Source: an optimization exercise on an open RTL-to-GDS flow (aim: small area and a short achievable clock period). Production flows keep margins and buffers that such runs may drop. Only simulation tests tie the RTL to the original design; equivalence was not proved. Power is estimated from default activity; no workload was simulated.

--- design.v ---
module FIR(Dout,
           Din,
           clk,
           reset);
    output  [17:0]  Dout;
    input   [7:0]   Din;
    input           clk, reset;
    reg [7:0]  x1, x2, x3, x4, x5, x6, x7;
    reg [15:0] S;
    wire s1, c2;
    ha u2 (x2[0], x4[0], s1, c2);
    wire s3, c4;
    fa u4 (x2[1], x4[1], c2, s3, c4);
    wire s5, c6;
    fa u6 (x2[2], x4[2], c4, s5, c6);
    wire s7, c8;
    fa u8 (x2[3], x4[3], c6, s7, c8);
    wire s9, c10;
    fa u10 (x2[4], x4[4], c8, s9, c10);
    wire s11, c12;
    fa u12 (x2[5], x4[5], c10, s11, c12);
    wire s13, c14;
    fa u14 (x2[6], x4[6], c12, s13, c14);
    wire s15, c16;
    fa u16 (x2[7], x4[7], c14, s15, c16);
    wire n17 = ~s1;
    wire n18 = ~s3;
    wire n19 = ~s5;
    wire n20 = ~s7;
    wire n21 = ~s9;
    wire n22 = ~s11;
    wire n23 = ~s13;
    wire n24 = ~s15;
    wire n25 = ~c16;
    wire n26 = ~x7[0];
    wire n27 = ~x7[1];
    wire n28 = ~x7[2];
    wire n29 = ~x7[3];
    wire n30 = ~x7[4];
    wire n31 = ~x7[5];
    wire n32 = ~x7[6];
    wire n33 = ~x7[7];
    wire s34, c35;
    fa u35 (x6[0], n26, Din[0], s34, c35);
    wire s36, c37;
    fa u37 (x6[1], n27, n17, s36, c37);
    wire s38, c39;
    fa u39 (s36, Din[1], c35, s38, c39);
    wire s40, c41;
    fa u41 (x6[2], x3[0], n28, s40, c41);
    wire s42, c43;
    fa u43 (s40, n18, c37, s42, c43);
    wire s44, c45;
    fa u45 (s42, Din[2], c39, s44, c45);
    wire n46 = ~s44;
    wire s47, c48;
    fa u48 (x6[3], x3[1], x7[0], s47, c48);
    wire s49, c50;
    fa u50 (n29, c41, s47, s49, c50);
    wire s51, c52;
    fa u52 (s49, n19, c43, s51, c52);
    wire s53, c54;
    fa u54 (s51, Din[3], c45, s53, c54);
    wire s55, c56;
    ha u56 (s44, s53, s55, c56);
    wire s57, c58;
    fa u58 (x6[0], x6[4], x3[0], s57, c58);
    wire s59, c60;
    fa u60 (x3[2], x7[1], n30, s59, c60);
    wire s61, c62;
    fa u62 (s1, c48, s57, s61, c62);
    wire s63, c64;
    fa u64 (s59, c50, s61, s63, c64);
    wire s65, c66;
    fa u66 (s63, n20, c52, s65, c66);
    wire s67, c68;
    fa u68 (Din[0], Din[4], s65, s67, c68);
    wire s69, c70;
    fa u70 (s67, c54, c56, s69, c70);
    wire s71, c72;
    fa u72 (x6[1], x6[5], x1[0], s71, c72);
    wire s73, c74;
    fa u74 (x5[0], x3[0], x3[1], s73, c74);
    wire s75, c76;
    fa u76 (x3[3], x7[2], n31, s75, c76);
    wire s77, c78;
    fa u78 (s1, c58, c60, s77, c78);
    wire s79, c80;
    fa u80 (s71, s73, s75, s79, c80);
    wire s81, c82;
    fa u82 (s3, c62, s77, s81, c82);
    wire s83, c84;
    fa u84 (s79, c64, s81, s83, c84);
    wire s85, c86;
    fa u86 (Din[1], Din[5], n21, s85, c86);
    wire s87, c88;
    fa u88 (c66, s83, s85, s87, c88);
    wire s89, c90;
    fa u90 (c68, s87, c70, s89, c90);
    wire s91, c92;
    fa u92 (x6[2], x6[6], x1[1], s91, c92);
    wire s93, c94;
    fa u94 (x5[1], x3[1], x3[2], s93, c94);
    wire s95, c96;
    fa u96 (x3[4], x7[3], n32, s95, c96);
    wire s97, c98;
    fa u98 (c72, c74, c76, s97, c98);
    wire s99, c100;
    fa u100 (s91, s93, s95, s99, c100);
    wire s101, c102;
    fa u102 (s3, c78, c80, s101, c102);
    wire s103, c104;
    fa u104 (s97, s99, s5, s103, c104);
    wire s105, c106;
    fa u106 (c82, s101, s103, s105, c106);
    wire s107, c108;
    fa u108 (c84, Din[2], Din[6], s107, c108);
    wire s109, c110;
    fa u110 (s105, n22, c86, s109, c110);
    wire s111, c112;
    fa u112 (s107, c88, s109, s111, c112);
    wire s113, c114;
    ha u114 (s111, c90, s113, c114);
    wire s115, c116;
    fa u116 (x6[3], x6[7], x1[2], s115, c116);
    wire s117, c118;
    fa u118 (x5[2], x3[2], x3[3], s117, c118);
    wire s119, c120;
    fa u120 (x3[5], x7[4], n33, s119, c120);
    wire s121, c122;
    fa u122 (c92, c94, c96, s121, c122);
    wire s123, c124;
    fa u124 (s115, s117, s119, s123, c124);
    wire s125, c126;
    fa u126 (c98, c100, s121, s125, c126);
    wire s127, c128;
    fa u128 (s123, s5, c102, s127, c128);
    wire s129, c130;
    fa u130 (s125, s7, c104, s129, c130);
    wire s131, c132;
    fa u132 (s127, Din[3], Din[7], s131, c132);
    wire s133, c134;
    fa u134 (c106, s129, c108, s133, c134);
    wire s135, c136;
    fa u136 (s131, n23, c110, s135, c136);
    wire s137, c138;
    fa u138 (s133, c112, s135, s137, c138);
    wire s139, c140;
    ha u140 (s137, c114, s139, c140);
    wire s141, c142;
    fa u142 (x6[4], x1[3], x5[3], s141, c142);
    wire s143, c144;
    fa u144 (x3[3], x3[4], x3[6], s143, c144);
    wire s145, c146;
    fa u146 (x7[5], c116, c118, s145, c146);
    wire s147, c148;
    fa u148 (c120, s141, s143, s147, c148);
    wire s149, c150;
    fa u150 (c122, s145, c124, s149, c150);
    wire s151, c152;
    fa u152 (s147, c126, s149, s151, c152);
    wire s153, c154;
    fa u154 (s7, c128, s9, s153, c154);
    wire s155, c156;
    fa u156 (c130, Din[4], s151, s155, c156);
    wire s157, c158;
    fa u158 (c132, s153, s155, s157, c158);
    wire s159, c160;
    fa u160 (c134, s157, n24, s159, c160);
    wire s161, c162;
    fa u162 (c136, c138, s159, s161, c162);
    wire s163, c164;
    ha u164 (s161, c140, s163, c164);
    wire s165, c166;
    fa u166 (x6[5], x1[4], x5[4], s165, c166);
    wire s167, c168;
    fa u168 (x3[4], x3[5], x3[7], s167, c168);
    wire s169, c170;
    fa u170 (x7[6], c142, c144, s169, c170);
    wire s171, c172;
    fa u172 (s165, s167, c146, s171, c172);
    wire s173, c174;
    fa u174 (c148, s169, s171, s173, c174);
    wire s175, c176;
    fa u176 (c150, s173, c152, s175, c176);
    wire s177, c178;
    fa u178 (s9, Din[5], s11, s177, c178);
    wire s179, c180;
    fa u180 (c154, c156, s175, s179, c180);
    wire s181, c182;
    fa u182 (s177, c158, s179, s181, c182);
    wire s183, c184;
    fa u184 (n25, s181, c160, s183, c184);
    wire s185, c186;
    fa u186 (s183, c162, c164, s185, c186);
    wire n187 = ~s185;
    wire s188, c189;
    fa u189 (x6[6], x1[5], x5[5], s188, c189);
    wire s190, c191;
    fa u191 (x3[5], x3[6], x7[7], s190, c191);
    wire s192, c193;
    fa u193 (c166, c168, s188, s192, c193);
    wire s194, c195;
    fa u195 (s190, c170, s192, s194, c195);
    wire s196, c197;
    fa u197 (c172, s194, c174, s196, c197);
    wire s198, c199;
    fa u199 (Din[6], s196, c176, s198, c199);
    wire s200, c201;
    fa u201 (s11, s13, c178, s200, c201);
    wire s202, c203;
    fa u203 (c180, s198, s200, s202, c203);
    wire s204, c205;
    fa u205 (c182, s202, c184, s204, c205);
    wire s206, c207;
    fa u207 (s204, c186, s185, s206, c207);
    wire s208, c209;
    fa u209 (x6[7], x1[6], x5[6], s208, c209);
    wire s210, c211;
    fa u211 (x3[6], x3[7], c189, s210, c211);
    wire s212, c213;
    fa u213 (c191, s208, c193, s212, c213);
    wire s214, c215;
    fa u215 (s210, c195, s212, s214, c215);
    wire s216, c217;
    fa u217 (Din[7], s214, c197, s216, c217);
    wire s218, c219;
    fa u219 (s216, c199, s13, s218, c219);
    wire s220, c221;
    fa u221 (s15, c201, s218, s220, c221);
    wire s222, c223;
    fa u223 (c203, s220, c205, s222, c223);
    wire s224 = ~(s222 ^ c207);
    wire c225 = s222 | c207;
    wire s226, c227;
    fa u227 (x1[7], x5[7], x3[7], s226, c227);
    wire s228, c229;
    fa u229 (c209, s226, c211, s228, c229);
    wire s230, c231;
    fa u231 (c213, s228, c215, s230, c231);
    wire s232, c233;
    fa u233 (s230, c217, c16, s232, c233);
    wire s234, c235;
    fa u235 (s15, c219, s232, s234, c235);
    wire s236, c237;
    fa u237 (c221, s234, c223, s236, c237);
    wire s238 = ~(s236 ^ c225);
    wire c239 = s236 | c225;
    wire s240, c241;
    fa u241 (c227, c229, c231, s240, c241);
    wire s242, c243;
    fa u243 (s240, c16, c233, s242, c243);
    wire s244, c245;
    fa u245 (c235, s242, c237, s244, c245);
    wire s246 = ~(s244 ^ c239);
    wire c247 = s244 | c239;
    wire s248, c249;
    fa u249 (c241, c243, c245, s248, c249);
    wire s250 = ~(s248 ^ c247);
    wire c251 = s248 | c247;
    wire s252 = ~(c249 ^ c251);
    wire c253 = c249 | c251;
    wire [15:0] S_next = {s252, s250, s246, s238, s224, s206, n187, s163, s139, s113, s89, s69, s55, n46, s38, s34};
    always @(posedge clk) begin
        if (reset) begin
            x1 <= 8'd0; x2 <= 8'd0; x3 <= 8'd0; x4 <= 8'd0;
            x5 <= 8'd0; x6 <= 8'd0; x7 <= 8'd0;
            S  <= 16'hFF01;
        end else begin
            x1 <= Din; x2 <= x1; x3 <= x2; x4 <= x3;
            x5 <= x4; x6 <= x5; x7 <= x6;
            S  <= S_next;
        end
    end
    wire [15:0] y;
    outadd ua (S, Din, 1'b0, y);
    assign Dout = {2'b00, y};
endmodule
module outadd(input [15:0] s, input [7:0] d, input [0:0] k, output [15:0] y);
    assign y = s + {5'd0, d, 3'd0} + {8'd0, ~d};
endmodule
module fa(input a, input b, input c, output s, output co);
    assign s = a ^ b ^ c;
    assign co = (a & b) | (a & c) | (b & c);
endmodule
module ha(input a, input b, output s, output co);
    assign s = a ^ b;
    assign co = a & b;
endmodule
--- config.mk ---
export PLATFORM = sky130hd
export DESIGN_NAME = FIR
export DESIGN_NICKNAME = FIR
export VERILOG_FILES = /design/flow/design.v
export SDC_FILE = /design/flow/constraint.sdc
export NUM_CORES = 4
export LEC_CHECK = 0
export CAP_MARGIN = 20
export CORE_MARGIN = 2
export CORE_UTILIZATION = 40
export SETUP_SLACK_MARGIN = 3
export SLEW_MARGIN = 20
export SYNTH_HIERARCHICAL = 1
export SYNTH_MINIMUM_KEEP_SIZE = 0
--- constraint.sdc ---
create_clock -name core_clock -period 12.0 [get_ports {clk}]
set_input_delay 2.4000 -clock core_clock [delete_from_list [all_inputs] [get_ports {clk}]]
set_output_delay 2.4000 -clock core_clock [all_outputs]
set_load 0.01 [all_outputs]
--- run.sh ---
#!/bin/bash
# synth_recipe.tcl (not shown) runs the flow's synth.tcl, then flattens the netlist and writes it again
# the make line also repeats each setting of config.mk as NAME=value (left out here)
make -C /OpenROAD-flow-scripts/flow DESIGN_CONFIG=/design/flow/config.mk WORK_HOME=/design/flow/orfs CLKGATE_MAP_FILE= SYNTH_SCRIPT=/design/flow/synth_recipe.tcl finish
==> summary.txt, run 1 <==
===========================================================================================
Clock transition at the registers of the reported paths                             0.05 ns
Relative area change from synthesis to final layout                                   12.9%
Proportion of total power due to net switching                                        37.5%
Cell type of the slowest stage on the worst timing path                        sky130_fd_sc_hd__clkdlybuf4s50_1
Via count of the routed design                                                         2832
Average wire per standard cell                                                      14.7 um
Number of nets still failing antenna checks after routing                                 0
Fin crit share                                                                        67.1%
Maximum capacitance violations                                                            0
Vias per std cell                                                                      4.68
HPWL after DPL                                                                      7.40 mm
Root buffer cell                                                               sky130_fd_sc_hd__clkbuf_16
Slew at the pin closest to its max-slew limit                                      0.670 ns
Register area share after synthesis                                                   28.0%
Nets                                                                                    577
Highest-utilization routing layer at the global route stage                            met2
Hold-fix buffers, CTS                                                                     0
Fraction of the core area covered by cells at the end of the flow                     46.2%
Final Instance Count excl. Fillers                                                      605
Endpoints failing setup                                                                   0
Crit path capture type                                                          output port
Starting utilization of the core area                                                 40.9%
Num Clock Sinks                                                                          72
TritonCTS buffer count                                                                    9
Largest net degree at the start of global routing                                        73
Count of pins over their slew limit                                                       0
Critical path start-end classification                                         input pin to output port
GRT met1 Usage                                                                        19.9%
Horizontal die dimension                                                             117 um
Number of rows in the core area                                                          41
Global-route wire length before repair                                              15.7 mm
First-pass DRT Iterations                                                                 4
Initial antenna violation count                                                           0
Post-Place Cells                                                                        589
Cells resized by post-CTS repair                                                          0
Setup bufs post-CTS                                                                       0
Kind of cell with the highest combined delay on the critical path              buffers and inverters
Clock share of power                                                                  19.9%
Combinational Power Share                                                             56.7%
Warning count from the yosys run                                                          7
Static Leak                                                                         2.52 nW
GRT met2 Usage                                                                        23.1%
Number of filler instances in the final layout                                         1165
Accumulated negative setup slack                                                       0 ns
Antenna Cells                                                                             0
Die Height                                                                           117 um
Tightest Hold Check Type                                                       flop to flop
Number of distinct library cells after synthesis                                         38
Relative slew slack                                                                   55.4%
Met3 layer usage reported by global route                                             5.06%
Required time of the worst setup path                                               9.60 ns
Buffers plus inverters on the worst setup path                                            3
Relative contribution of sequential cells to total power                              23.3%
Maximum resistive drop on vdd                                                    0.000128 V
Internal power summed over all cells                                                 766 uW
Status                                                                         complete, no violations
Cells along the critical path                                                  clkdlybuf4s50_1 -> inv_1 -> fa_1 -> ha_1 -> a21o_1 -> a21oi_1 -> a21oi_1 -> nor3_1 -> a211oi_1 -> clkdlybuf4s50_1
Overflow left after global routing                                                        0
Final critical-path required period                                                 8.06 ns
Average cell area after synthesis                                                 12.8 um^2
Setup skew after layout                                                          0.00208 ns
Area of the placeable core                                                      0.0126 mm^2
Vias in the first global route                                                         3125
Number of buffers between clock root and the deepest sink                                 2
Final RePlAce weighted congestion                                                     0.848
Switching power                                                                      460 uW
Residual DRC                                                                              0
Count of boundary I/O pins                                                               28
TritonCTS clock tree                                                                   done
Cell area after synthesis                                                      0.00514 mm^2
Hold Violations, Final                                                                    0
Die area                                                                        0.0138 mm^2
Setup repair after global routing missed its margin                                   false
Overall Global Routing Usage                                                          14.8%
Source-to-sink clock delay at the later pin of the worst-skew pair                  0.34 ns
Pwr Density                                                                     211 mW/mm^2
Max frequency                                                                       124 MHz
CP peak stage delay                                                                 0.69 ns
Port bufs                                                                                25
Arrival time at the worst endpoint                                                  5.66 ns
Critical path fanouts, max                                                                6
Synth Instances                                                                         402
Routed WL                                                                           8.90 mm
Fraction of layout cells with a size suffix above 1                                   4.39%
Kind of start point of the critical path                                          input pin
CTS H-Tree Depth                                                                          3
Min Hold Slack                                                                     0.474 ns
Number of design-rule violations left by the first detailed-router iteration            158
Synthesized flop and latch total                                                         72
===========================================================================================
==> modules after synthesis (local to each module, per instance) <==
module	times used	cell area, um^2	flip-flops and latches	cells
FIR	1	2100	72	182
outadd	1	835	0	108
fa	107	20.0	0	1
ha	5	12.5	0	1
==> per-stage QoR <==
stage	power (mW)	worst slack [ns]	area [um^2]
2_1_floorplan	0.786	4.86	5140
3_3_place_gp	0.986	3.91	5530
3_5_place_dp	1.00	3.91	5530
4_1_cts	1.25	3.91	5800
5_1_grt	1.36	3.67	5800
6_report	1.23	3.94	5800
==> power by group through the flow <==
stage	logic (mW)	clock network (mW)	registers, mW
after global placement	0.695	0	0.292
after floorplan	0.499	0	0.288
after CTS	0.713	0.252	0.287
final	0.696	0.244	0.286
after global routing	0.804	0.262	0.290
after detailed placement	0.708	0	0.292
==> cell families (layout without fill, tap and decap cells) <==
family	count (synthesis)	after routing	synth area share, %
flops	72	72	28.0
xor+xnor	10	10	1.70
fa+ha+maj	139	139	50.3
mux	1	1	0.195
simple gates	106	106	11.9
other cells	1	2	0.0729
compound gates	29	29	3.85
buf+inv	44	74	3.94
==> layer usage <==
layer	up-vias	routed length, um
li1	1313	-
met1	1471	4040
met2	40	4380
met3	8	376
met4	0	99
met5	-	0
==> worst paths after layout <==
check / startpoint / end / slack [ns] / cells past startpoint
worst max-delay path: Din[4] / Dout[12] / 3.94 / 10
worst min-delay path: x4[0]$_SDFF_PP0_ / x5[0]$_SDFF_PP0_ / 0.47 / 1
worst max register to register: x2[0]$_SDFF_PP0_ / S[15]$_SDFF_PP1_ / 4.95 / 20
worst min register to register: x4[0]$_SDFF_PP0_ / x5[0]$_SDFF_PP0_ / 0.47 / 1
==> cells in the mapped netlist (all sizes together) <==
library cell / count / area (um^2)
a21boi: 2 / 15.0
nor3: 6 / 35.0
a31o: 1 / 8.76
o31ai: 1 / 7.51
o21ai: 1 / 5.00
xor2: 3 / 26.3
clkbuf: 1 / 3.75
and3: 1 / 6.26
nand2b: 6 / 37.5
fa: 113 / 2260
o311ai: 1 / 8.76
ha: 26 / 325
buf: 11 / 78.8
a211oi: 1 / 7.51
nand3: 5 / 25.0
conb: 1 / 3.75
mux2i: 1 / 10.0
a21oi: 11 / 55.1
o21bai: 1 / 7.51
o211ai: 1 / 7.51
xnor2: 7 / 61.3
o211a: 1 / 10.0
inv: 32 / 120
nand4: 3 / 18.8
nand3b: 1 / 7.51
a211o: 1 / 8.76
dfxtp: 72 / 1440
nor2b: 63 / 394
nand2: 11 / 41.3
or2: 3 / 18.8
o221ai: 1 / 8.76
a221oi: 2 / 17.5
a21o: 4 / 30.0
nor2: 7 / 26.3
==> area by class of cell <==
type | instances | area (um^2) | share of cell area, %
multi-input combinational | 287 | 3500 | 60.3
inverter | 32 | 120 | 2.07
sequential | 72 | 1440 | 24.8
clock inverter | 7 | 47.5 | 0.819
timing repair buffer | 26 | 253 | 4.36
tap | 172 | 215 | 3.71
clock buffer | 9 | 225 | 3.88
==> state kept, by name, summed over array words and instances (netlist names) <==
register	count
x7	8
x6	8
x4	8
x1	8
x3	8
x2	8
S	16
x5	8
==> cell usage in the layout, fill, tap and decap left out, drive strengths merged <==
| master | Yosys | layout |
|---|---|---|
| o211a | 1 | 1 |
| ha | 26 | 26 |
| o211ai | 1 | 1 |
| a21boi | 2 | 2 |
| nand2b | 6 | 6 |
| clkbuf | 1 | 9 |
| buf | 11 | 2 |
| xnor2 | 7 | 7 |
| a211o | 1 | 1 |
| fa | 113 | 113 |
| nand3 | 5 | 5 |
| a221oi | 2 | 2 |
| o21bai | 1 | 1 |
| nor2b | 63 | 63 |
| inv | 32 | 33 |
| clkdlybuf4s50 | 0 | 24 |
| or2 | 3 | 3 |
| a21o | 4 | 4 |
| conb | 1 | 2 |
| o31ai | 1 | 1 |
| nand2 | 11 | 11 |
| nand4 | 3 | 3 |
| xor2 | 3 | 3 |
| nor3 | 6 | 6 |
| mux2i | 1 | 1 |
| clkinv | 0 | 4 |
| nand3b | 1 | 1 |
| a31o | 1 | 1 |
| o21ai | 1 | 1 |
| dfxtp | 72 | 72 |
| o221ai | 1 | 1 |
| a21oi | 11 | 11 |
| nor2 | 7 | 7 |
| a211oi | 1 | 1 |
| and3 | 1 | 1 |
| clkinvlp | 0 | 2 |
| o311ai | 1 | 1 |
==> inputs of run 2 (changes only) <==
--- a/config.mk
+++ b/config.mk
@@ -9,5 +9,5 @@
 export CORE_MARGIN = 2
 export CORE_UTILIZATION = 40
-export SETUP_SLACK_MARGIN = 3
+export SETUP_SLACK_MARGIN = 5
 export SLEW_MARGIN = 20
 export SYNTH_HIERARCHICAL = 1
==> run 2 against run 1 <==
  * Fmax up 16%
  * Power grew 15%
  * First-iteration DRC count shrank 16%
  * Utilization increased by 2.2 points
  * Final cell count grew 1.7%
  * Clock skew increased by 0.0078 ns
  * Largest power group unchanged
  * Non-clock buffer count is 10 higher
  * Global-route usage down 0.57 points
  * Critical path depth increased by 1
  * Critical endpoint is now Dout[15]
  * Setup slack gained 1.1 ns
  * Die area is the same
  * Critical path type unchanged
==> summary.txt, run 2 <==
===========================================================================================
Max frequency                                                                       144 MHz   +16%
Vias per std cell                                                                      4.66   -0.48%
Cell area after synthesis                                                      0.00514 mm^2   unchanged
Setup repair after global routing missed its margin                                    true
Average cell area after synthesis                                                 12.8 um^2   unchanged
Area of combinational cells with multiple inputs                               0.00371 mm^2   +6.0%
Post-Place Cells                                                                        589   unchanged
Initial antenna violation count                                                           0   unchanged
Hold Path Depth                                                                           1   unchanged
Worst Hold End                                                                 x3[0]$_SDFF_PP0_
Worst flop-to-flop path endpoint                                               S[15]$_SDFF_PP1_
Fraction of layout cells with a size suffix above 1                                   16.0%   +12 points
Power, Total                                                                        1.41 mW   +15%
Buffers plus inverters on the worst setup path                                            3   unchanged
Commonest cells after routing, fill and taps aside                             sky130_fd_sc_hd__fa_1, sky130_fd_sc_hd__dfxtp_1, sky130_fd_sc_hd__nor2b_1
Synth Instances                                                                         402   unchanged
Most used standard cells in the synthesized netlist                            sky130_fd_sc_hd__fa_1, sky130_fd_sc_hd__dfxtp_1, sky130_fd_sc_hd__nor2b_1, sky130_fd_sc_hd__inv_1, sky130_fd_sc_hd__ha_1
CP peak stage delay                                                                 0.36 ns   -0.33 ns
Vias in the first global route                                                         3038   -2.8%
Num Clock Sinks                                                                          72   unchanged
Startpoint of the lowest-slack hold path                                       x2[0]$_SDFF_PP0_
Total length of routed met2 wires                                                   4.49 mm   +2.4%
Synth top area share                                                                  44.0%   unchanged
Global-route wire length before repair                                              15.3 mm   -2.6%
Required time of the worst setup path                                               9.60 ns   about the same
Number of buffers between clock root and the deepest sink                                 2   unchanged
Cell taking the most area after synthesis                                      sky130_fd_sc_hd__fa_1
First-pass DRT Iterations                                                                 4   unchanged
Most instantiated library cell after synthesis                                 sky130_fd_sc_hd__fa_1
Async set-reset flop share out of synthesis                                              0%   unchanged
Port bufs                                                                                25   unchanged
Antenna Cells                                                                             0   unchanged
Startpoint of the worst-slack reg-to-reg timing path                           x2[0]$_SDFF_PP0_
Number of filler instances in the final layout                                         1115   -4.3%
Kind of cell with the highest combined delay on the critical path               adder cells
Register area share after synthesis                                                   28.0%   unchanged
Tightest Hold Check Type                                                       flop to flop
Relative slew slack                                                                   53.6%   -1.8 points
Static Leak                                                                         2.60 nW   +3.1%
Horizontal die dimension                                                             117 um   unchanged
Root buffer cell                                                               sky130_fd_sc_hd__clkbuf_16
Overflow left after global routing                                                        0   unchanged
Arrival time at the worst endpoint                                                  4.56 ns   -1.10 ns
Starting utilization of the core area                                                 40.9%   unchanged
Register-to-Register Path Depth                                                          20   unchanged
Number of design-rule violations left by the first detailed-router iteration            133   -16%
Share of synthesized area spent on multiplexers                                      0.195%   unchanged
Largest family of logic cells by synthesized area                               adder cells
Residual DRC                                                                              0   unchanged
Cell type of the slowest stage on the worst timing path                        sky130_fd_sc_hd__fa_2
Setup skew after layout                                                          0.00987 ns   +0.00779 ns
Maximum resistive drop on vdd                                                    0.000146 V   +14%
Met1 Wirelength                                                                     4.18 mm   +3.4%
Number of nets still failing antenna checks after routing                                 0   unchanged
Final critical-path required period                                                 6.96 ns   -1.10 ns
Synthesized flop and latch total                                                         72   unchanged
Number of flip-flops under the largest register name                                     16   unchanged
Die area                                                                        0.0138 mm^2   unchanged
Cells along the critical path                                                  buf_4 -> inv_1 -> ha_1 -> ha_1 -> fa_2 -> a21o_1 -> a31o_4 -> and3_1 -> nor3_2 -> xnor2_1 -> clkbuf_2
Share of synthesized cell area in and, or, nand and nor gates                         11.9%   unchanged
Status                                                                         complete, no violations
Slew at the pin closest to its max-slew limit                                      0.696 ns   +0.0263 ns
Kind of start point of the critical path                                          input pin
Count of boundary I/O pins                                                               28   unchanged
Final Instance Count excl. Fillers                                                      615   +1.7%
TritonCTS buffer count                                                                    9   unchanged
TritonCTS clock tree                                                                   done
Register with the highest flop count                                                      S
Hold Violations, Final                                                                    0   unchanged
Area share of xor/xnor cells in the synthesized design                                1.70%   unchanged
Area of the placeable core                                                      0.0126 mm^2   unchanged
Via count of the routed design                                                         2865   +1.2%
Leading cell type in the layout, fill and taps excluded                        sky130_fd_sc_hd__fa_1
Setup slack, reg-to-reg                                                             5.19 ns   +0.24 ns
Accumulated negative setup slack                                                       0 ns   unchanged
Endpoints failing setup                                                                   0   unchanged
Final RePlAce weighted congestion                                                     0.818   -3.5%
Warning count from the yosys run                                                          7   unchanged
Number of flops mapped to enable cells by yosys                                           0   unchanged
Relative area change from synthesis to final layout                                   18.2%
Fin crit share                                                                        58.0%   -9.2 points
CTS H-Tree Depth                                                                          3   unchanged
Largest cells by area after synthesis                                          sky130_fd_sc_hd__fa_1, sky130_fd_sc_hd__dfxtp_1, sky130_fd_sc_hd__nor2b_1, sky130_fd_sc_hd__ha_1, sky130_fd_sc_hd__inv_1
Count of pins over their slew limit                                                       0   unchanged
Pwr Density                                                                     232 mW/mm^2   +9.6%
Primary flip-flop cell chosen by synthesis mapping                             sky130_fd_sc_hd__dfxtp_1
Overall Global Routing Usage                                                          14.3%   -0.57 points
Met3 wire length                                                                     312 um   -17%
Nets                                                                                    587   +1.7%
HPWL after DPL                                                                      7.31 mm   -1.1%
Crit path capture type                                                          output port
Source-to-sink clock delay at the later pin of the worst-skew pair                  0.33 ns   about the same
Topmost layer with routed signal wires                                                 met4
Critical path start-end classification                                         input pin to output port
Number of distinct library cells after synthesis                                         38   unchanged
Routed WL                                                                           9.03 mm   +1.4%
Total area of sequential cells                                                 0.00144 mm^2   unchanged
Largest net degree at the start of global routing                                        73   unchanged
Adder and majority gate portion of the synthesized area                               50.3%   unchanged
Die Height                                                                           117 um   unchanged
Clock transition at the registers of the reported paths                             0.06 ns   about the same
Maximum capacitance violations                                                            0   unchanged
Fraction of the mapped netlist area in compound gates                                 3.85%   unchanged
Average wire per standard cell                                                      14.7 um   -0.21%
Critical path fanouts, max                                                                5   -1
Hold-fix buffers, CTS                                                                     0   unchanged
Number of rows in the core area                                                          41   unchanged
Most frequent cell on the critical path                                        sky130_fd_sc_hd__ha_1
===========================================================================================
run 2: where the power goes:
group / switching [mW] / internal, mW
registers: 0.0166 / 0.269
logic: 0.413 / 0.448
clock network: 0.0984 / 0.162
run 2: worst reg2reg max path, stage by stage (launching register included):
cell	delay, ns
sky130_fd_sc_hd__dfxtp_1	0.31
sky130_fd_sc_hd__ha_1	0.21
sky130_fd_sc_hd__fa_1	0.39
sky130_fd_sc_hd__fa_2	0.36
sky130_fd_sc_hd__fa_1	0.40
sky130_fd_sc_hd__fa_1	0.40
sky130_fd_sc_hd__fa_1	0.40
sky130_fd_sc_hd__fa_2	0.37
sky130_fd_sc_hd__fa_2	0.57
sky130_fd_sc_hd__inv_1	0.07
sky130_fd_sc_hd__fa_1	0.38
sky130_fd_sc_hd__fa_1	0.39
sky130_fd_sc_hd__fa_1	0.39
sky130_fd_sc_hd__fa_1	0.39
sky130_fd_sc_hd__fa_1	0.38
sky130_fd_sc_hd__fa_1	0.38
sky130_fd_sc_hd__fa_1	0.48
sky130_fd_sc_hd__inv_1	0.06
sky130_fd_sc_hd__ha_4	0.16
sky130_fd_sc_hd__xnor2_2	0.13
sky130_fd_sc_hd__nand2b_1	0.07
run 2: cells by family after synthesis:
logic type / count (synthesis)
AOI/OAI and AO/OA: 29
other: 1
buffers and inverters: 44
xor gates and xnor gates: 10
DFF: 72
adders and majority gates: 139
and+or+nand+nor: 106
muxes: 1
run 2: timing repair:
item,in CTS,in global routing
cloned,0,0
gates resized for setup,76,34
pin swaps,12,22
hold endpoints to repair,0,0
buffers inserted,3,7
setup endpoints to repair,18,11
run 2: through the flow:
step / utilization (%) / area, um^2 / hold slack [ns] / setup WS [ns]
2_1_floorplan: - / 5160 / 0.442 / 5.00
3_3_place_gp: 44.1 / 5550 / 0.454 / 3.98
3_5_place_dp: 44.1 / 5550 / 0.468 / 3.94
4_1_cts: 47.1 / 5920 / 0.476 / 4.89
5_1_grt: 48.3 / 6080 / 0.489 / 4.88
6_report: 48.3 / 6080 / 0.473 / 5.04
run 2: worst max-delay path by stage:
stage	startpoint	endpoint	slack (ns)	cells after the start
finish	Din[1]	Dout[15]	5.04	11
global route	Din[0]	S[15]$_SDFF_PP1_	4.88	20
CTS	Din[5]	Dout[15]	4.89	10
detailed placement	Din[5]	Dout[15]	3.94	10
global placement	Din[5]	Dout[15]	3.98	10
floorplan	Din[0]	S[15]$_SDFF_PP1_	5.00	19
run 2: metal layers:
| metal | global-route usage (%) | vias to the layer above |
|---|---|---|
| met2 | 22.4 | 36 |
| met5 | 0 | - |
| met1 | 19.9 | 1484 |
| li1 | - | 1340 |
| met4 | 3.16 | 0 |
| met3 | 3.99 | 5 |
run 2: final cells by class:
class,count,share of cell area (%)
Timing Repair Buffer,36,4.88
Sequential cell,72,23.7
Clock buffer,12,3.89
Inverter,32,1.98
Multi-Input combinational cell,287,61.1
Tap cell,172,3.54
Clock inverter,4,0.906
run 2: modules after synthesis (local to each module, per instance):
| module | times used | flops+latches | cells inside | area, um^2 |
|---|---|---|---|---|
| outadd | 1 | 0 | 108 | 835 |
| FIR | 1 | 72 | 182 | 2100 |
| fa | 107 | 0 | 1 | 20.0 |
| ha | 5 | 0 | 1 | 12.5 |
==> inputs of run 3 (changes only) <==
==> flow/run.sh (new file) <==
#!/bin/bash
set -euo pipefail
MARGIN=$(cat flow/margin.txt)
MAKELINE=$(grep '^make ' standard.sh | sed 's/"\${@:-finish}"//')
eval "$MAKELINE SETUP_SLACK_MARGIN=$MARGIN finish" > make_finish.log 2>&1
# everything is built: this only writes out/final.def from the final layout
bash standard.sh finish > make_def.log 2>&1
==> flow/margin.txt (new file) <==
7
==> standard.sh (new file) <==
#!/bin/bash
# synth_recipe.tcl (not shown) runs the flow's synth.tcl, then flattens the netlist and writes it again
# the make line also repeats each setting of config.mk as NAME=value (left out here)
make -C /OpenROAD-flow-scripts/flow DESIGN_CONFIG=/design/flow/config.mk WORK_HOME=/design/flow/orfs CLKGATE_MAP_FILE= SYNTH_SCRIPT=/design/flow/synth_recipe.tcl "${@:-finish}"
removed: run.sh
==> run 3 against run 2 <==
  * Setup slack better by 0.13 ns
  * Utilization rose by 4.6 points
  * Combinational power is 7.0% higher
  * Die area stayed put
  * Fmax grew 2.0%
  * Routed wire length rose by 8.2%
  * Via count rose by 5.0%
  * First-iteration DRC count fell by 33%
  * Clock power is 27% higher
  * Sequential power hardly changed
  * Critical endpoint unchanged
==> summary.txt, run 3 <==
===========================================================================================
Largest net degree at the start of global routing                                        73   unchanged
Area share of xor/xnor cells in the synthesized design                                1.70%   unchanged
Proportion of total power due to net switching                                        36.6%   -0.93 points
Routed WL                                                                           9.77 mm   +8.2%
Nets                                                                                    607   +3.4%
First-pass DRT Iterations                                                                 6   +2
Maximum capacitance violations                                                            0   unchanged
Number of nets still failing antenna checks after routing                                 0   unchanged
Most used standard cells in the synthesized netlist                            sky130_fd_sc_hd__fa_1, sky130_fd_sc_hd__dfxtp_1, sky130_fd_sc_hd__nor2b_1, sky130_fd_sc_hd__inv_1, sky130_fd_sc_hd__ha_1
Arrival time at the worst endpoint                                                  4.42 ns   -0.14 ns
Leading cell type in the layout, fill and taps excluded                        sky130_fd_sc_hd__fa_1
Largest cells by area after synthesis                                          sky130_fd_sc_hd__fa_1, sky130_fd_sc_hd__dfxtp_1, sky130_fd_sc_hd__nor2b_1, sky130_fd_sc_hd__ha_1, sky130_fd_sc_hd__inv_1
Crit path capture type                                                          output port
Overall Global Routing Usage                                                          15.7%   +1.4 points
Setup skew after layout                                                          0.00570 ns   -0.00418 ns
Final critical-path required period                                                 6.82 ns   -0.134 ns
Switching power                                                                      562 uW   +6.6%
Adder and majority gate portion of the synthesized area                               50.3%   unchanged
Share of synthesized area spent on multiplexers                                      0.195%   unchanged
CTS H-Tree Depth                                                                          3   unchanged
Relative area change from synthesis to final layout                                   29.5%
Worst Slack Setup Final                                                             5.18 ns   +0.134 ns
Static Leak                                                                         2.81 nW   +8.1%
Tightest Hold Check Type                                                       flop to flop
Synth top area share                                                                  44.0%   unchanged
Via count of the routed design                                                         3009   +5.0%
Starting utilization of the core area                                                 40.9%   unchanged
Slew at the pin closest to its max-slew limit                                      0.683 ns   -0.0125 ns
Critical path start-end classification                                         input pin to output port
Synthesized flop and latch total                                                         72   unchanged
Residual DRC                                                                              0   unchanged
Count of boundary I/O pins                                                               28   unchanged
Register area share after synthesis                                                   28.0%   unchanged
Kind of start point of the critical path                                          input pin
Maximum resistive drop on vdd                                                    0.000130 V   -11%
Commonest cells after routing, fill and taps aside                             sky130_fd_sc_hd__fa_1, sky130_fd_sc_hd__nor2b_1, sky130_fd_sc_hd__dfxtp_1
Fraction of layout cells with a size suffix above 1                                   32.2%   +16 points
Status                                                                         complete, no violations
DP Worst Slack                                                                      3.93 ns   -0.0152 ns
Most instantiated library cell after synthesis                                 sky130_fd_sc_hd__fa_1
Cell area after synthesis                                                      0.00514 mm^2   unchanged
Accumulated negative setup slack                                                       0 ns   unchanged
Number of flops mapped to enable cells by yosys                                           0   unchanged
Clock transition at the registers of the reported paths                             0.06 ns   about the same
Max frequency                                                                       147 MHz   +2.0%
Clock share of power                                                                  21.5%   +3.0 points
Average cell area after synthesis                                                 12.8 um^2   unchanged
Average wire per standard cell                                                      15.4 um   +4.8%
Vias per std cell                                                                      4.74   +1.7%
Fraction of the mapped netlist area in compound gates                                 3.85%   unchanged
Cell taking the most area after synthesis                                      sky130_fd_sc_hd__fa_1
Antenna Cells                                                                             0   unchanged
Die Height                                                                           117 um   unchanged
Area of the placeable core                                                      0.0126 mm^2   unchanged
Required time of the worst setup path                                               9.60 ns   about the same
Hold-fix buffers, CTS                                                                     0   unchanged
Pwr Density                                                                     231 mW/mm^2   -0.24%
Number of design-rule violations left by the first detailed-router iteration             89   -33%
Relative contribution of sequential cells to total power                              18.7%   -1.6 points
TritonCTS buffer count                                                                    9   unchanged
Initial antenna violation count                                                           0   unchanged
Final RePlAce weighted congestion                                                     0.838   +2.5%
Setup slack, reg-to-reg                                                             5.34 ns   +0.15 ns
Port bufs                                                                                25   unchanged
Root buffer cell                                                               sky130_fd_sc_hd__clkbuf_16
Synth Instances                                                                         402   unchanged
Primary flip-flop cell chosen by synthesis mapping                             sky130_fd_sc_hd__dfxtp_1
HPWL after DPL                                                                      7.65 mm   +4.6%
Combinational Power Share                                                             59.8%   -1.4 points
Register with the highest flop count                                                      S
Fin crit share                                                                        56.9%   -1.1 points
Count of pins over their slew limit                                                       0   unchanged
Largest family of logic cells by synthesized area                               adder cells
Area after DPL                                                                 0.00587 mm^2   +5.8%
Share of synthesized cell area in and, or, nand and nor gates                         11.9%   unchanged
Global-route wire length before repair                                              16.6 mm   +8.7%
Hold Violations, Final                                                                    0   unchanged
Endpoints failing setup                                                                   0   unchanged
Number of rows in the core area                                                          41   unchanged
Num Clock Sinks                                                                          72   unchanged
Power, Total                                                                        1.54 mW   +9.3%
Number of flip-flops under the largest register name                                     16   unchanged
Critical path fanouts, max                                                                3   -2
Non-Filler Cell Area, Final                                                    0.00666 mm^2   +9.6%
Setup repair after global routing missed its margin                                    true
Die area                                                                        0.0138 mm^2   unchanged
Warning count from the yosys run                                                          7   unchanged
Fraction of the core area covered by cells at the end of the flow                     53.0%   +4.6 points
Number of buffers between clock root and the deepest sink                                 2   unchanged
Vias in the first global route                                                         3278   +7.9%
Number of filler instances in the final layout                                         1066   -4.4%
Relative slew slack                                                                   54.4%   +0.83 points
Source-to-sink clock delay at the later pin of the worst-skew pair                  0.34 ns   about the same
Number of distinct library cells after synthesis                                         38   unchanged
Async set-reset flop share out of synthesis                                              0%   unchanged
TritonCTS clock tree                                                                   done
Horizontal die dimension                                                             117 um   unchanged
Internal power summed over all cells                                                 976 uW   +11%
Overflow left after global routing                                                        0   unchanged
===========================================================================================
[run 3: metal layers]
metal / up-vias / wire, um / GRT usage (%) / share of wire, %
met5: - / 0 / 0 / 0
met4: 0 / 101 / 3.99 / 1.0
met3: 11 / 365 / 4.28 / 3.7
met2: 46 / 4960 / 25.0 / 51
met1: 1577 / 4350 / 21.5 / 44
li1: 1375 / - / - / -
[run 3: metrics by stage]
step / hold slack, ns / cells
4_1_cts: 0.469 / 624
2_1_floorplan: 0.442 / 403
3_3_place_gp: 0.462 / 589
5_1_grt: 0.486 / 635
3_5_place_dp: 0.461 / 589
6_report: 0.465 / 635
[run 3: cells by family after synthesis]
family	count (synthesis)
AOI/OAI and AO/OA	29
xor gates and xnor gates	10
adders and majority gates	139
buffers and inverters	44
DFF	72
muxes	1
other	1
and+or+nand+nor	106
[run 3: worst paths after layout]
kind | startpoint | end | depth (start not counted)
worst min register to register | x4[0]$_SDFF_PP0_ | x5[0]$_SDFF_PP0_ | 1
worst min-delay path | x4[0]$_SDFF_PP0_ | x5[0]$_SDFF_PP0_ | 1
worst max register to register | x2[0]$_SDFF_PP0_ | S[15]$_SDFF_PP1_ | 20
worst max-delay path | Din[2] | Dout[15] | 9
[run 3: what timing repair did]
item	4_1_cts	5_1_grt
cloned	0	0
pin swaps	28	18
setup buffers	19	11
resized for setup	157	20
setup endpoints to repair	29	26
[run 3: worst max-delay path: stages]
cell	delay (ns)
sky130_fd_sc_hd__buf_12	0.11
sky130_fd_sc_hd__fa_2	0.59
sky130_fd_sc_hd__ha_4	0.21
sky130_fd_sc_hd__a211o_1	0.31
sky130_fd_sc_hd__a31o_4	0.24
sky130_fd_sc_hd__and3_4	0.19
sky130_fd_sc_hd__nor3_4	0.11
sky130_fd_sc_hd__xnor2_1	0.13
sky130_fd_sc_hd__buf_2	0.14
[run 3: per-module statistics from Yosys, one instance, submodules excluded]
| module | cells inside | flops+latches | copies in the design |
|---|---|---|---|
| fa | 1 | 0 | 107 |
| FIR | 182 | 72 | 1 |
| outadd | 108 | 0 | 1 |
| ha | 1 | 0 | 5 |
[run 3: cell type report]
class	instances	area (um^2)	area share [%]
Clock buffer	9	225	3.38
Sequential cell	72	1460	21.9
Tap cell	172	215	3.23
Inverter	32	168	2.52
Clock inverter	7	143	2.14
Timing Repair Buffer	56	532	7.99
Multi-Input combinational cell	287	3920	58.9
[run 3: power by group through the flow]
stage | logic, mW | registers [mW] | clock network (mW)
CTS | 0.900 | 0.288 | 0.338
floorplan | 0.658 | 0.288 | 0
detailed placement | 0.883 | 0.293 | 0
finish | 0.921 | 0.288 | 0.330
global placement | 0.869 | 0.293 | 0
global route | 1.06 | 0.291 | 0.348
==> inputs of run 4 (changes only) <==
==> flow/margin.txt (replaced) <==
6
==> run 4 against run 3 <==
  * Synthesized cell count stayed put
  * Area after synthesis stayed put
  * Register-to-register slack better by 0.04 ns
  * Power is 3.4% lower
==> summary.txt, run 4 <==
===========================================================================================
Status                                                                         complete, no violations
Setup repair after global routing missed its margin                                    true
Initial antenna violation count                                                           0   unchanged
Fin crit share                                                                        56.5%   -0.40 points
Via count of the routed design                                                         2943   -2.2%
Most instantiated library cell after synthesis                                 sky130_fd_sc_hd__fa_1
Synth Instances                                                                         402   unchanged
Largest cells by area after synthesis                                          sky130_fd_sc_hd__fa_1, sky130_fd_sc_hd__dfxtp_1, sky130_fd_sc_hd__nor2b_1, sky130_fd_sc_hd__ha_1, sky130_fd_sc_hd__inv_1
Overflow left after global routing                                                        0   unchanged
Count of boundary I/O pins                                                               28   unchanged
Hold-fix buffers, CTS                                                                     0   unchanged
Number of flip-flops under the largest register name                                     16   unchanged
Tightest Hold Check Type                                                       flop to flop
Hold Violations, Final                                                                    0   unchanged
Static Leak                                                                         2.72 nW   -3.2%
Relative area change from synthesis to final layout                                   25.9%
Largest net degree at the start of global routing                                        73   unchanged
Warning count from the yosys run                                                          7   unchanged
Setup slack, reg-to-reg                                                             5.38 ns   +0.04 ns
Relative slew slack                                                                   53.0%   -1.4 points
Cell taking the most area after synthesis                                      sky130_fd_sc_hd__fa_1
Critical path fanouts, max                                                                4   +1
Fraction of the mapped netlist area in compound gates                                 3.85%   unchanged
Antenna Cells                                                                             0   unchanged
Buffers plus inverters on the worst setup path                                            3   +1
Vias per std cell                                                                      4.67   -1.4%
Hold Path Depth                                                                           1   unchanged
Root buffer cell                                                               sky130_fd_sc_hd__clkbuf_16
Source-to-sink clock delay at the later pin of the worst-skew pair                  0.34 ns   about the same
Number of buffers between clock root and the deepest sink                                 2   unchanged
Maximum resistive drop on vdd                                                    0.000135 V   +4.1%
DP Worst Slack                                                                      3.89 ns   -0.0354 ns
Clock transition at the registers of the reported paths                             0.05 ns   about the same
TritonCTS clock tree                                                                   done
Final RePlAce weighted congestion                                                     0.853   +1.8%
Endpoints failing setup                                                                   0   unchanged
Accumulated negative setup slack                                                       0 ns   unchanged
Routed WL                                                                           9.82 mm   +0.49%
Largest family of logic cells by synthesized area                               adder cells
Overall Global Routing Usage                                                          15.7%   -0.033 points
Average cell area after synthesis                                                 12.8 um^2   unchanged
Average wire per standard cell                                                      15.6 um   +1.3%
Number of flops mapped to enable cells by yosys                                           0   unchanged
Die area                                                                        0.0138 mm^2   unchanged
Residual DRC                                                                              0   unchanged
Maximum capacitance violations                                                            0   unchanged
Share of synthesized area spent on multiplexers                                      0.195%   unchanged
Arrival time at the worst endpoint                                                  4.38 ns   -0.04 ns
Required time of the worst setup path                                               9.60 ns   about the same
Synth top area share                                                                  44.0%   unchanged
Fraction of layout cells with a size suffix above 1                                   29.3%   -2.9 points
Max frequency                                                                       148 MHz   +0.71%
Register-to-Register Path Depth                                                          17   -15%
CP peak stage delay                                                                 0.59 ns   about the same
Nets                                                                                    602   -0.82%
Adder and majority gate portion of the synthesized area                               50.3%   unchanged
Register area share after synthesis                                                   28.0%   unchanged
Share of synthesized cell area in and, or, nand and nor gates                         11.9%   unchanged
Cells along the critical path                                                  buf_12 -> inv_4 -> fa_2 -> ha_4 -> a21o_1 -> a31o_4 -> and3_4 -> nor3_4 -> xnor2_1 -> buf_2
Number of cells on the critical path                                                     10   +1
Die Height                                                                           117 um   unchanged
Worst flop-to-flop path endpoint                                               S[15]$_SDFF_PP1_
Startpoint of the worst-slack reg-to-reg timing path                           x6[6]$_SDFF_PP0_
Area of combinational cells with multiple inputs                               0.00391 mm^2   -0.38%
Setup skew after layout                                                          0.00713 ns   +0.00143 ns
Commonest cells after routing, fill and taps aside                             sky130_fd_sc_hd__fa_1, sky130_fd_sc_hd__dfxtp_1, sky130_fd_sc_hd__nor2b_1
Startpoint of the lowest-slack hold path                                       x4[0]$_SDFF_PP0_
Most used standard cells in the synthesized netlist                            sky130_fd_sc_hd__fa_1, sky130_fd_sc_hd__dfxtp_1, sky130_fd_sc_hd__nor2b_1, sky130_fd_sc_hd__inv_1, sky130_fd_sc_hd__ha_1
Register with the highest flop count                                                      S
Number of distinct library cells after synthesis                                         38   unchanged
Number of nets still failing antenna checks after routing                                 0   unchanged
Total area of sequential cells                                                 0.00144 mm^2   -0.95%
Number of design-rule violations left by the first detailed-router iteration             80   -10%
Number of filler instances in the final layout                                         1100   +3.2%
Port bufs                                                                                25   unchanged
CTS H-Tree Depth                                                                          3   unchanged
Starting utilization of the core area                                                 40.9%   unchanged
Critical path start-end classification                                         input pin to output port
Async set-reset flop share out of synthesis                                              0%   unchanged
HPWL after DPL                                                                      7.56 mm   -1.2%
Slew at the pin closest to its max-slew limit                                      0.705 ns   +0.0214 ns
Area share of xor/xnor cells in the synthesized design                                1.70%   unchanged
Number of rows in the core area                                                          41   unchanged
First-pass DRT Iterations                                                                 4   -2
Worst Hold End                                                                 x5[0]$_SDFF_PP0_
Vias in the first global route                                                         3212   -2.0%
Global-route wire length before repair                                              16.7 mm   +0.25%
Pwr Density                                                                     230 mW/mm^2   -0.61%
Synthesized flop and latch total                                                         72   unchanged
Count of pins over their slew limit                                                       0   unchanged
Kind of cell with the highest combined delay on the critical path               adder cells
Worst Slack Setup Final                                                             5.22 ns   +0.0478 ns
Horizontal die dimension                                                             117 um   unchanged
Cell area after synthesis                                                      0.00514 mm^2   unchanged
Kind of start point of the critical path                                          input pin
Crit path capture type                                                          output port
TritonCTS buffer count                                                                    9   unchanged
Area of the placeable core                                                      0.0126 mm^2   unchanged
Num Clock Sinks                                                                          72   unchanged
Primary flip-flop cell chosen by synthesis mapping                             sky130_fd_sc_hd__dfxtp_1
Cell type of the slowest stage on the worst timing path                        sky130_fd_sc_hd__fa_2
Leading cell type in the layout, fill and taps excluded                        sky130_fd_sc_hd__fa_1
Final critical-path required period                                                 6.78 ns   -0.0478 ns
===========================================================================================
==> run 4: cell types whose count changed in the layout (fill, tap and decap cells not counted), sizes merged <==
| cell | delta |
|---|---|
| clkdlybuf4s50 | +2 |
| bufinv | -3 |
| clkbuf | +3 |
| clkinvlp | +1 |
| inv | -1 |
| buf | -8 |
| clkinv | +1 |
==> run 4: area by class of cell <==
class                           count  share of cell area, %
Clock buffer                       11                   3.75
Clock inverter                      5                  0.870
Inverter                           32                   2.32
Multi-Input combinational cell    287                   60.3
Sequential cell                    72                   22.3
Tap cell                          172                   3.33
Timing Repair Buffer               51                   7.10
==> run 4: worst register-to-register path, delay by kind of cell (launching register included) <==
kind / cells / cell delay [ns]
adder cells (fa/ha/maj): 14 / 5.85
flip-flops: 1 / 0.44
XOR/XNOR: 1 / 0.11
buffers and inverters: 1 / 0.07
AND/OR/NAND/NOR: 1 / 0.06
==> run 4: how the worst max path moves through the flow <==
stage	from	endpoint	slack (ns)
4_1_cts	Din[2]	Dout[15]	5.15
3_3_place_gp	Din[5]	Dout[15]	3.95
6_report	Din[3]	Dout[15]	5.22
3_5_place_dp	Din[5]	Dout[15]	3.89
5_1_grt	Din[0]	S[15]$_SDFF_PP1_	5.13
2_1_floorplan	Din[0]	S[15]$_SDFF_PP1_	5.14
==> run 4: stage by stage <==
step | util [%] | total power, mW | hold slack (ns) | instance area, um^2 | std cells
4_1_cts | 50.2 | 1.46 | 0.475 | 6310 | 618
3_5_place_dp | 46.1 | 1.16 | 0.461 | 5800 | 589
5_1_grt | 51.5 | 1.64 | 0.492 | 6470 | 630
2_1_floorplan | - | 0.936 | 0.442 | 5410 | 403
6_report | 51.5 | 1.49 | 0.473 | 6470 | 630
3_3_place_gp | 46.1 | 1.15 | 0.457 | 5800 | 589
==> run 4: routing by layer <==
metal  global-route usage [%]  share of wire [%]  vias up
met4                     3.77               0.98        0
met2                     24.9                 51       36
met3                     4.09                3.0        8
met1                     21.7                 45     1540
met5                        0                  0        -
li1                         -                  -     1359
==> run 4: kinds of logic after synthesis <==
family / count (synthesis)
other: 1
adders and majority gates: 139
buffers and inverters: 44
DFF: 72
AOI/OAI and AO/OA: 29
xor gates and xnor gates: 10
muxes: 1
and+or+nand+nor: 106
==> run 4: power breakdown <==
group	switching, mW	internal (mW)	total (mW)
clock network	0.105	0.166	0.271
registers	0.0172	0.269	0.287
logic	0.446	0.482	0.928
==> run 4: what timing repair did <==
item / in CTS / in global routing
endpoints found under the setup margin: 23 / 20
gates resized for setup: 139 / 31
setup buffers: 13 / 12
pin swaps: 24 / 31
==> run 4: per-module statistics from Yosys, one instance, submodules excluded <==
module,cell area [um^2],times used,flops+latches
fa,20.0,107,0
outadd,835,1,0
ha,12.5,5,0
FIR,2100,1,72
==> inputs of run 5 (changes only) <==
--- a/design.v
+++ b/design.v
@@ -59,5 +59,5 @@
     fa u50 (n29, c41, s47, s49, c50);
     wire s51, c52;
-    fa u52 (s49, n19, c43, s51, c52);
+    fa u52 (s49, c43, n19, s51, c52);
     wire s53, c54;
     fa u54 (s51, Din[3], c45, s53, c54);
@@ -115,5 +115,5 @@
     fa u106 (c82, s101, s103, s105, c106);
     wire s107, c108;
-    fa u108 (c84, Din[2], Din[6], s107, c108);
+    fa u108 (Din[2], Din[6], c84, s107, c108);
     wire s109, c110;
     fa u110 (s105, n22, c86, s109, c110);
@@ -139,5 +139,5 @@
     fa u130 (s125, s7, c104, s129, c130);
     wire s131, c132;
-    fa u132 (s127, Din[3], Din[7], s131, c132);
+    fa u132 (Din[3], Din[7], s127, s131, c132);
     wire s133, c134;
     fa u134 (c106, s129, c108, s133, c134);
@@ -161,7 +161,7 @@
     fa u152 (s147, c126, s149, s151, c152);
     wire s153, c154;
-    fa u154 (s7, c128, s9, s153, c154);
+    fa u154 (s7, c128, Din[4], s153, c154);
     wire s155, c156;
-    fa u156 (c130, Din[4], s151, s155, c156);
+    fa u156 (s9, c130, s151, s155, c156);
     wire s157, c158;
     fa u158 (c132, s153, s155, s157, c158);
@@ -183,9 +183,9 @@
     fa u174 (c148, s169, s171, s173, c174);
     wire s175, c176;
-    fa u176 (c150, s173, c152, s175, c176);
+    fa u176 (c150, s173, Din[5], s175, c176);
     wire s177, c178;
-    fa u178 (s9, Din[5], s11, s177, c178);
+    fa u178 (c152, s9, c154, s177, c178);
     wire s179, c180;
-    fa u180 (c154, c156, s175, s179, c180);
+    fa u180 (s11, c156, s175, s179, c180);
     wire s181, c182;
     fa u182 (s177, c158, s179, s181, c182);
@@ -193,5 +193,5 @@
     fa u184 (n25, s181, c160, s183, c184);
     wire s185, c186;
-    fa u186 (s183, c162, c164, s185, c186);
+    fa u186 (c162, s183, c164, s185, c186);
     wire n187 = ~s185;
     wire s188, c189;
@@ -208,5 +208,5 @@
     fa u199 (Din[6], s196, c176, s198, c199);
     wire s200, c201;
-    fa u201 (s11, s13, c178, s200, c201);
+    fa u201 (s11, c178, s13, s200, c201);
     wire s202, c203;
     fa u203 (c180, s198, s200, s202, c203);
@@ -231,6 +231,6 @@
     wire s222, c223;
     fa u223 (c203, s220, c205, s222, c223);
-    wire s224 = ~(s222 ^ c207);
-    wire c225 = s222 | c207;
+    wire w224 = ~(s222 ^ c207);
+    wire w225 = s222 | c207;
     wire s226, c227;
     fa u227 (x1[7], x5[7], x3[7], s226, c227);
@@ -245,6 +245,6 @@
     wire s236, c237;
     fa u237 (c221, s234, c223, s236, c237);
-    wire s238 = ~(s236 ^ c225);
-    wire c239 = s236 | c225;
+    wire w238 = ~(s236 ^ w225);
+    wire w239 = s236 | w225;
     wire s240, c241;
     fa u241 (c227, c229, c231, s240, c241);
@@ -252,14 +252,14 @@
     fa u243 (s240, c16, c233, s242, c243);
     wire s244, c245;
-    fa u245 (c235, s242, c237, s244, c245);
-    wire s246 = ~(s244 ^ c239);
-    wire c247 = s244 | c239;
+    fa u245 (s242, c235, c237, s244, c245);
+    wire w246 = ~(s244 ^ w239);
+    wire w247 = s244 | w239;
     wire s248, c249;
     fa u249 (c241, c243, c245, s248, c249);
-    wire s250 = ~(s248 ^ c247);
-    wire c251 = s248 | c247;
-    wire s252 = ~(c249 ^ c251);
-    wire c253 = c249 | c251;
-    wire [15:0] S_next = {s252, s250, s246, s238, s224, s206, n187, s163, s139, s113, s89, s69, s55, n46, s38, s34};
+    wire w250 = ~(s248 ^ w247);
+    wire w251 = s248 | w247;
+    wire w252 = ~(c249 ^ w251);
+    wire w253 = c249 | w251;
+    wire [15:0] S_next = {w252, w250, w246, w238, w224, s206, n187, s163, s139, s113, s89, s69, s55, n46, s38, s34};
     always @(posedge clk) begin
         if (reset) begin
@@ -278,5 +278,126 @@
 endmodule
 module outadd(input [15:0] s, input [7:0] d, input [0:0] k, output [15:0] y);
-    assign y = s + {5'd0, d, 3'd0} + {8'd0, ~d};
+    wire o_w1 = ~d[0];
+    wire o_w2 = ~d[1];
+    wire o_w3 = ~d[2];
+    wire o_w4 = ~d[3];
+    wire o_w5 = ~d[4];
+    wire o_w6 = ~d[5];
+    wire o_w7 = ~d[6];
+    wire o_w8 = ~d[7];
+    wire o_s9, o_c10;
+    fa o_u10 (s[3], d[0], o_w4, o_s9, o_c10);
+    wire o_s11, o_c12;
+    fa o_u12 (s[4], d[1], o_w5, o_s11, o_c12);
+    wire o_s13, o_c14;
+    fa o_u14 (s[5], d[2], o_w6, o_s13, o_c14);
+    wire o_s15, o_c16;
+    fa o_u16 (s[6], d[3], o_w7, o_s15, o_c16);
+    wire o_s17, o_c18;
+    fa o_u18 (s[7], d[4], o_w8, o_s17, o_c18);
+    wire o_s19, o_c20;
+    ha o_u20 (s[8], d[5], o_s19, o_c20);
+    wire o_s21, o_c22;
+    ha o_u22 (s[9], d[6], o_s21, o_c22);
+    wire o_s23, o_c24;
+    ha o_u24 (s[10], d[7], o_s23, o_c24);
+    wire o_s25, o_c26;
+    ha o_u26 (s[0], o_w1, o_s25, o_c26);
+    wire o_s27, o_c28;
+    ha o_u28 (s[1], o_w2, o_s27, o_c28);
+    wire o_s29, o_c30;
+    ha o_u30 (s[2], o_w3, o_s29, o_c30);
+    wire o_s31, o_c32;
+    ha o_u32 (o_s11, o_c10, o_s31, o_c32);
+    wire o_s33, o_c34;
+    ha o_u34 (o_s13, o_c12, o_s33, o_c34);
+    wire o_s35, o_c36;
+    ha o_u36 (o_s15, o_c14, o_s35, o_c36);
+    wire o_s37, o_c38;
+    ha o_u38 (o_s17, o_c16, o_s37, o_c38);
+    wire o_s39, o_c40;
+    ha o_u40 (o_s19, o_c18, o_s39, o_c40);
+    wire o_s41, o_c42;
+    ha o_u42 (o_s21, o_c20, o_s41, o_c42);
+    wire o_s43, o_c44;
+    ha o_u44 (o_s23, o_c22, o_s43, o_c44);
+    wire o_s45, o_c46;
+    ha o_u46 (s[11], o_c24, o_s45, o_c46);
+    wire o_w47 = o_c28 | (o_s27 & o_c26);
+    wire o_w48 = o_s27 & o_s25;
+    wire o_w49 = (o_s9 & o_c30);
+    wire o_w50 = o_s9 & o_s29;
+    wire o_w51 = o_c34 | (o_s33 & o_c32);
+    wire o_w52 = o_s33 & o_s31;
+    wire o_w53 = o_c38 | (o_s37 & o_c36);
+    wire o_w54 = o_s37 & o_s35;
+    wire o_w55 = o_c42 | (o_s41 & o_c40);
+    wire o_w56 = o_s41 & o_s39;
+    wire o_w57 = o_c46 | (o_s45 & o_c44);
+    wire o_w58 = o_s45 & o_s43;
+    wire o_w59 = s[13] & s[12];
+    wire o_w60 = s[15] & s[14];
+    wire o_w61 = o_c30 | (o_s29 & o_w47);
+    wire o_w62 = o_s29 & o_w48;
+    wire o_w63 = o_w49 | (o_w50 & o_w47);
+    wire o_w64 = o_w50 & o_w48;
+    wire o_w65 = o_c36 | (o_s35 & o_w51);
+    wire o_w66 = o_s35 & o_w52;
+    wire o_w67 = o_w53 | (o_w54 & o_w51);
+    wire o_w68 = o_w54 & o_w52;
+    wire o_w69 = o_c44 | (o_s43 & o_w55);
+    wire o_w70 = o_s43 & o_w56;
+    wire o_w71 = o_w57 | (o_w58 & o_w55);
+    wire o_w72 = o_w58 & o_w56;
+    wire o_w73 = s[14] & o_w59;
+    wire o_w74 = o_w60 & o_w59;
+    wire o_w75 = o_c32 | (o_s31 & o_w63);
+    wire o_w76 = o_s31 & o_w64;
+    wire o_w77 = o_w51 | (o_w52 & o_w63);
+    wire o_w78 = o_w52 & o_w64;
+    wire o_w79 = o_w65 | (o_w66 & o_w63);
+    wire o_w80 = o_w66 & o_w64;
+    wire o_w81 = o_w67 | (o_w68 & o_w63);
+    wire o_w82 = o_w68 & o_w64;
+    wire o_w83 = (s[12] & o_w71);
+    wire o_w84 = s[12] & o_w72;
+    wire o_w85 = (o_w59 & o_w71);
+    wire o_w86 = o_w59 & o_w72;
+    wire o_w87 = (o_w73 & o_w71);
+    wire o_w88 = o_w73 & o_w72;
+    wire o_w89 = (o_w74 & o_w71);
+    wire o_w90 = o_w74 & o_w72;
+    wire o_w91 = o_c40 | (o_s39 & o_w81);
+    wire o_w92 = o_s39 & o_w82;
+    wire o_w93 = o_w55 | (o_w56 & o_w81);
+    wire o_w94 = o_w56 & o_w82;
+    wire o_w95 = o_w69 | (o_w70 & o_w81);
+    wire o_w96 = o_w70 & o_w82;
+    wire o_w97 = o_w71 | (o_w72 & o_w81);
+    wire o_w98 = o_w72 & o_w82;
+    wire o_w99 = o_w83 | (o_w84 & o_w81);
+    wire o_w100 = o_w84 & o_w82;
+    wire o_w101 = o_w85 | (o_w86 & o_w81);
+    wire o_w102 = o_w86 & o_w82;
+    wire o_w103 = o_w87 | (o_w88 & o_w81);
+    wire o_w104 = o_w88 & o_w82;
+    wire o_w105 = o_w89 | (o_w90 & o_w81);
+    wire o_w106 = o_w90 & o_w82;
+    wire o_w107 = o_s27 ^ o_c26;
+    wire o_w108 = o_s29 ^ o_w47;
+    wire o_w109 = o_s9 ^ o_w61;
+    wire o_w110 = o_s31 ^ o_w63;
+    wire o_w111 = o_s33 ^ o_w75;
+    wire o_w112 = o_s35 ^ o_w77;
+    wire o_w113 = o_s37 ^ o_w79;
+    wire o_w114 = o_s39 ^ o_w81;
+    wire o_w115 = o_s41 ^ o_w91;
+    wire o_w116 = o_s43 ^ o_w93;
+    wire o_w117 = o_s45 ^ o_w95;
+    wire o_w118 = s[12] ^ o_w97;
+    wire o_w119 = s[13] ^ o_w99;
+    wire o_w120 = s[14] ^ o_w101;
+    wire o_w121 = s[15] ^ o_w103;
+    assign y = {o_w121, o_w120, o_w119, o_w118, o_w117, o_w116, o_w115, o_w114, o_w113, o_w112, o_w111, o_w110, o_w109, o_w108, o_w107, o_s25};
 endmodule
 module fa(input a, input b, input c, output s, output co);
==> run.sh (new file) <==
#!/bin/bash
# synth_recipe.tcl (not shown) runs the flow's synth.tcl, then flattens the netlist and writes it again
# the make line also repeats each setting of config.mk as NAME=value (left out here)
make -C /OpenROAD-flow-scripts/flow DESIGN_CONFIG=/design/flow/config.mk WORK_HOME=/design/flow/orfs CLKGATE_MAP_FILE= SYNTH_SCRIPT=/design/flow/synth_recipe.tcl finish
removed: flow/run.sh
removed: flow/margin.txt
removed: standard.sh
==> run 5 against run 4 <==
  * Fmax shrank 2.8%
  * Utilization shrank 4.2 points
  * Critical path depth grew 2
  * Via count shrank 11%
  * Clock-buffer cell count is the same
  * Still clean on timing, DRC and antenna
  * Clock skew shrank 0.00058 ns
  * Global-route usage shrank 1.3 points
  * Worst hold slack gained 0.00091 ns
  * Largest cell class unchanged
  * Critical path type unchanged
  * Highest routed layer unchanged
  * Non-clock buffer count shrank 17
==> summary.txt, run 5 <==
=================================================================================
Horizontal die dimension                                                   117 um   -0.22%
Synth Instances                                                               387   -3.7%
TritonCTS clock tree                                                         done
CTS H-Tree Depth                                                                3   unchanged
TritonCTS buffer count                                                          9   unchanged
Setup repair after global routing missed its margin                          true
Endpoints failing setup                                                         0   unchanged
Count of boundary I/O pins                                                     28   unchanged
Primary flip-flop cell chosen by synthesis mapping                   sky130_fd_sc_hd__dfxtp_1
HPWL after DPL                                                            6.84 mm   -9.5%
Total length of routed met2 wires                                         4.26 mm   -15%
Number of distinct library cells after synthesis                               30   -21%
Pwr Density                                                           229 mW/mm^2   -0.27%
Largest net degree at the start of global routing                              73   unchanged
Maximum resistive drop on vdd                                          0.000116 V   -14%
Source-to-sink clock delay at the later pin of the worst-skew pair        0.34 ns   about the same
Relative area change from synthesis to final layout                         16.2%
Via count of the routed design                                               2616   -11%
Number of flip-flops under the largest register name                           16   unchanged
Tightest Hold Check Type                                             flop to flop
Starting utilization of the core area                                       40.7%   -0.19 points
Async set-reset flop share out of synthesis                                    0%   unchanged
Setup skew after layout                                                0.00655 ns   -0.000580 ns
Root buffer cell                                                     sky130_fd_sc_hd__clkbuf_16
Vias in the first global route                                               2917   -9.2%
Most instantiated library cell after synthesis                       sky130_fd_sc_hd__fa_1
Hold Violations, Final                                                          0   unchanged
Met3 wire length                                                           310 um   +3.7%
Topmost layer with routed signal wires                                       met4
Overall Global Routing Usage                                                14.4%   -1.3 points
Vias per std cell                                                            4.49   -3.9%
Final critical-path required period                                       6.97 ns   +0.196 ns
Kind of start point of the critical path                                input pin
Status                                                               complete, no violations
=================================================================================
## run 5: cell count changes in the layout (fill, tap and decap cells not counted), moves of 6 or more
cell                      before  now
sky130_fd_sc_hd__buf_6         7    1
sky130_fd_sc_hd__fa_2         19    9
sky130_fd_sc_hd__nand2_1      10    2
sky130_fd_sc_hd__fa_1         94  103
sky130_fd_sc_hd__buf_2        14    3
sky130_fd_sc_hd__xnor2_1       3    9
sky130_fd_sc_hd__buf_4        20   14
## run 5: final timing paths
check / slack, ns / from / cells past startpoint / to
min reg2reg: 0.47 / x2[0]$_SDFF_PP0_ / 1 / x3[0]$_SDFF_PP0_
max reg2reg: 5.26 / x2[0]$_SDFF_PP0_ / 20 / S[15]$_SDFF_PP1_
max: 5.03 / Din[1] / 12 / Dout[9]
min: 0.47 / x2[0]$_SDFF_PP0_ / 1 / x3[0]$_SDFF_PP0_
## run 5: cell families after synthesis
kind of cell | after synthesis | synth area share, %
AO/OA/AOI/OAI | 19 | 3.08
XOR/XNOR | 12 | 2.05
adder cells (fa/ha/maj) | 139 | 50.4
buffers and inverters | 59 | 6.09
flip-flops | 72 | 28.2
other | 1 | 0.0733
AND/OR/NAND/NOR | 85 | 10.1
## run 5: modules after synthesis (local to each module, per instance)
| module | cells | times used |
|---|---|---|
| fa | 1 | 112 |
| FIR | 182 | 1 |
| ha | 1 | 19 |
| outadd | 74 | 1 |
## run 5: critical path, stage by stage
cell                       delay [ns]
sky130_fd_sc_hd__buf_4           0.15
sky130_fd_sc_hd__fa_1            0.55
sky130_fd_sc_hd__ha_4            0.21
sky130_fd_sc_hd__a211oi_2        0.23
sky130_fd_sc_hd__nor2_2          0.08
sky130_fd_sc_hd__a21boi_4        0.15
sky130_fd_sc_hd__a21oi_2         0.16
sky130_fd_sc_hd__o21bai_1        0.10
sky130_fd_sc_hd__ha_2            0.17
sky130_fd_sc_hd__nor2_1          0.11
sky130_fd_sc_hd__xnor2_1         0.12
sky130_fd_sc_hd__buf_2           0.14
## run 5: area by class of cell
type,instances,area [um^2],share of cell area [%]
multi-input cells,257,3560,59.9
flip-flops and latches,72,1440,24.2
repair buffers,34,299,5.03
clock buffers,11,233,3.91
well taps,172,215,3.62
inverters,33,124,2.08
clock inverters,4,70.1,1.18
## run 5: metal layers
| layer | GRT usage, % | vias up |
|---|---|---|
| li1 | - | 1204 |
| met1 | 19.1 | 1366 |
| met2 | 22.9 | 33 |
| met3 | 4.22 | 13 |
| met4 | 4.71 | 0 |
| met5 | 0 | - |
## run 5: timing repair
| action | 4_1_cts | 5_1_grt |
|---|---|---|
| endpoints found under the setup margin | 18 | 11 |
| pin swaps | 7 | 25 |
| gates resized for setup | 64 | 47 |
| cloned | 0 | 0 |
| setup buffers | 3 | 5 |
## run 5: per-stage QoR
stage / hold slack (ns) / util (%) / power, mW / cell area (um^2) / std cells
after global placement: 0.458 / 43.1 / 0.945 / 5420 / 560
final: 0.474 / 47.3 / 1.36 / 5950 / 583
after detailed placement: 0.465 / 43.1 / 0.954 / 5420 / 560
after global routing: 0.494 / 47.3 / 1.50 / 5950 / 583
after CTS: 0.478 / 45.8 / 1.26 / 5760 / 578
after floorplan: 0.442 / - / 0.822 / 5140 / 388
## run 5: power breakdown
part | switching [mW] | internal, mW | total [mW]
registers | 0.0143 | 0.270 | 0.284
logic | 0.369 | 0.433 | 0.802
clock network | 0.0956 | 0.180 | 0.276

## port drivers added, routing unchanged
How much do the figures lean on ideal ports? The routed layouts below were timed once more, with nothing changed but the port constraints. Step 1, drivers: a clkbuf_16 drives clk and a buf_2 each remaining input, both assumed. Step 2 also shifts input and output timing later by t, the mid clock arrival at the registers, as if the neighbouring blocks saw the same clock. a / b / c = ideal / step 1 / step 2; a / b = the first two.
| run | t (ns) | setup slack, ns |
|---|---|---|
| run 1 | 0.378 | 3.943 / 3.903 / 3.903 |
| run 2 | 0.364 | 5.043 / 5.000 / 4.670 |
| run 3 | 0.368 | 5.177 / 5.128 / 4.887 |
| run 4 | 0.367 | 5.224 / 5.149 / 4.887 |
| run 5 | 0.368 | 5.028 / 4.972 / 4.693 |
After both steps setup and hold are still met in every run listed.
